This design comes from an exercise in tuning for small area on the open sky130 flow, not from production work.
Function was checked by simulation only, so behaviour that the tests miss may differ from the original.
Power and IR drop assume default switching activity.

juniper:
==> flow/design.v (excerpt) <==
module Main(LED, AN, R, G, B, HS, VS,
            reset, clk, i_0, i_1, i_2, i_3, AI_switch, invis_switch, paddlesize_switch, ballspeed_switch);
export LEC_CHECK = 0
export ABC_AREA = 1
export CAP_MARGIN = 20
export CORE_MARGIN = 2
export CORE_UTILIZATION = 55
export SLEW_MARGIN = 20
create_clock -name core_clock -period 100.0 [get_ports {clk}]
standard.sh (not shown) runs the stock make flow with config.mk's settings and CLKGATE_MAP_FILE= SYNTH_SCRIPT=/design/flow/synth_recipe.tcl, a recipe that flattens the netlist after the stock synthesis.
==> flow/flow/run.sh <==
#!/bin/bash
# Own layout flow: the standard synthesis, then the combinational logic between the
# registers is re-mapped for area with ABC (registers untouched; a few ABC seeds are
# tried in parallel and the smallest netlist kept), then the standard layout from
# floorplan to finish with the knobs in flow/knobs.sh.
set -euo pipefail
WORK=$(pwd)
R=$WORK/orfs/results/${FLOW_PLATFORM}/Main/base
YOSYS=${FLOW_HOME}/../tools/install/yosys/bin/yosys
LIB=${FLOW_HOME}/platforms/${FLOW_PLATFORM}/lib/sky130_fd_sc_hd__tt_025C_1v80.lib

# layout knobs read by the ORFS scripts
source $WORK/flow/knobs.sh

bash standard.sh synth > $WORK/flow_synth.log 2>&1
cp $R/1_2_yosys.v $WORK/std_synth.v

reopt() {
  local S=$1
  local SCRIPT
  SCRIPT=$(sed "s/@SEED@/$S/" $WORK/flow/abc.script | tr -d '\n')
  $YOSYS -p "
read_liberty -ignore_miss_func $LIB
read_verilog $WORK/std_synth.v
hierarchy -top ${FLOW_TOP}
setattr -mod -set keep_hierarchy 1 sky130_fd_sc_hd__*df* sky130_fd_sc_hd__*dl*
flatten
blackbox sky130_fd_sc_hd__*df* sky130_fd_sc_hd__*dl*
opt_clean -purge
abc -liberty $LIB -script +$SCRIPT -dont_use *probe* -dont_use *lpflow*
opt_clean -purge
hilomap -singleton -hicell sky130_fd_sc_hd__conb_1 HI -locell sky130_fd_sc_hd__conb_1 LO
insbuf -buf sky130_fd_sc_hd__buf_4 A X
splitnets
opt_clean -purge
select ${FLOW_TOP}
tee -o $WORK/reopt_stat_$S.txt stat -liberty $LIB
write_verilog -noattr -nohex -nodec -selected $WORK/reopt_$S.v
" > $WORK/flow_reopt_$S.log 2>&1 || true
}

SEEDS="1 2 3 4"
for S in $SEEDS; do reopt $S & done
wait

# keep the smallest re-mapped netlist that has exactly the standard synthesis's registers
seqcells() { grep -oE '^ *sky130_fd_sc_hd__[a-z0-9_]*(df|dl)[a-z0-9_]* +[^ ]+' "$1" | sed 's/^ *//' | sort; }
seqcells $WORK/std_synth.v > $WORK/std_regs.txt
best=""; best_area=""
for S in $SEEDS; do
  f=$WORK/reopt_$S.v
  [[ -s $f ]] || continue
  grep -qE '^ *reg ' $f && continue
  seqcells $f | cmp -s - $WORK/std_regs.txt || continue
  a=$(grep -oE "Chip area for module .*: [0-9.]+" $WORK/reopt_stat_$S.txt | awk '{print $NF}' || true)
  [[ -n "$a" ]] || continue
  echo "seed $S area $a" >> $WORK/reopt_choice.txt
  if [[ -z "$best" ]] || awk -v a="$a" -v b="$best_area" 'BEGIN{exit !(a<b)}'; then best=$S; best_area=$a; fi
done
if [[ -n "$best" ]]; then
  echo "chosen seed $best" >> $WORK/reopt_choice.txt
  cp $WORK/reopt_$best.v $R/1_2_yosys.v
else
  echo "no re-mapped netlist kept, using the standard one" >> $WORK/reopt_choice.txt
fi
rm -f $R/1_synth.odb
bash standard.sh finish > $WORK/flow_layout.log 2>&1
Other scripts of this flow, unchanged in this note and not shown: flow/flow/abc.script, flow/flow/knobs.sh
Relative to juniper, the following input files were edited for zinc:
diff --git a/flow/design.v b/flow/design.v
--- a/flow/design.v
+++ b/flow/design.v
@@ -259,28 +259,30 @@
   reg [8:0] p0, p1;
   wire [8:0] count_0 = AI_switch ? comppos : p0;
   wire [8:0] count_1 = p1;
   wire prst = reset | (s1 > 4'd8) | (s2 > 4'd8);
   wire [8:0] plim = 9'd470 - {3'd0, paddlewidth};
   wire p0le = p0 <= plim;
   wire p0ge = p0 >= 9'd10;
   wire p1le = p1 <= plim;
   wire p1ge = p1 >= 9'd10;
   always @(posedge clk) begin
     if (prst) p0 <= 9'd220;
-    else if (!p0ge || (p0le && (btn_0 || btn_1))) p0 <= p0 + {{8{btn_0 & p0ge}}, 1'b1};
+    else if (p0ge && p0le && (btn_0 || btn_1)) p0 <= p0 + {{8{btn_0}}, 1'b1};
+    else if (!p0ge) p0 <= 9'd10;
     else if (!p0le) p0 <= plim;
   end
   always @(posedge clk) begin
     if (prst) p1 <= 9'd220;
-    else if (!p1ge || (p1le && (btn_2 || btn_3))) p1 <= p1 + {{8{btn_2 & p1ge}}, 1'b1};
+    else if (p1ge && p1le && (btn_2 || btn_3)) p1 <= p1 + {{8{btn_2}}, 1'b1};
+    else if (!p1ge) p1 <= 9'd10;
     else if (!p1le) p1 <= plim;
   end
   wire yT = (by <= 10);
   wire yB = (by >= 462);
   wire xL = (bx <= 20);
   wire mid = (by >= 10) && (by <= 462) && (bx >= 20) && (bx <= 296);
   wire [8:0] cpad = xL ? count_0 : count_1;
   wire [9:0] fy = {1'b0, by} - {1'b0, cpad};
   wire hit = fy[9] ? (fy[8:3] == 6'h3f) : (fy[8:0] <= {3'b0, paddlewidth});
   wire side = !yT && !yB && !mid;
   always @(posedge clk) begin
--- outcome ---
zinc went all the way through synthesis, placement and routing and the layout is clean on timing, DRC and antenna.
Portion of total power attributed to the clock network: zinc vs juniper up 1.0 points
Measured against each other, zinc and juniper differ in core utilization, the lower figure coming from juniper.
Final design area excluding fillers: zinc vs juniper up about 0.4%
Taking juniper as the reference, in zinc met2 layer wire length in the routed design shows an increase of 1.7%, setup slack shows an increase of 640 ps, cell area after placement shows an increase of 0.31%, critical path depth shows an increase of about 3.4%.
zinc against juniper: slew at the pin closest to its max-slew limit down 150 ps; multi-input logic portion of the cell area now sits lower; final cell count held steady; global-route usage now sits higher; worst hold slack shows a reduction of 8.6 ps.
Going from juniper to zinc, the total wirelength of the detailed-routed design was found to have gone up by about 0.55%.
| number of cells on the worst reg-to-reg path | lower: juniper |

[afterwards: timing with drivers on the ports]
The results above use ideal ports. As a check the final layouts listed here were re-extracted and re-timed, cells and wires unchanged. Step 1 (the two cells are an assumption about what drives the block):
set clk [get_ports {clk}]
set_driving_cell -lib_cell sky130_fd_sc_hd__clkbuf_16 $clk
set_driving_cell -lib_cell sky130_fd_sc_hd__buf_2 [delete_from_list [all_inputs] $clk]
Step 2 adds t to the input delays and takes it off the output delays; t is the mean of the earliest and latest rising clock arrival at the registers after step 1. Input paths then give back, and output paths get back, about the clock's delay inside the block. Three values: no drivers, after step 1, after step 2; two values: the first two.
run	t, ns	slack for setup (ns)	pins driven straight from the clock port
juniper	0.566	74.213 / 74.237 / 73.671	1
zinc	0.581	74.849 / 74.869 / 74.288	1
After both steps every run listed still meets setup and hold. The setup slack of zinc, which loses most, moves by +0.020 ns with the drivers and by -0.561 ns with both steps.
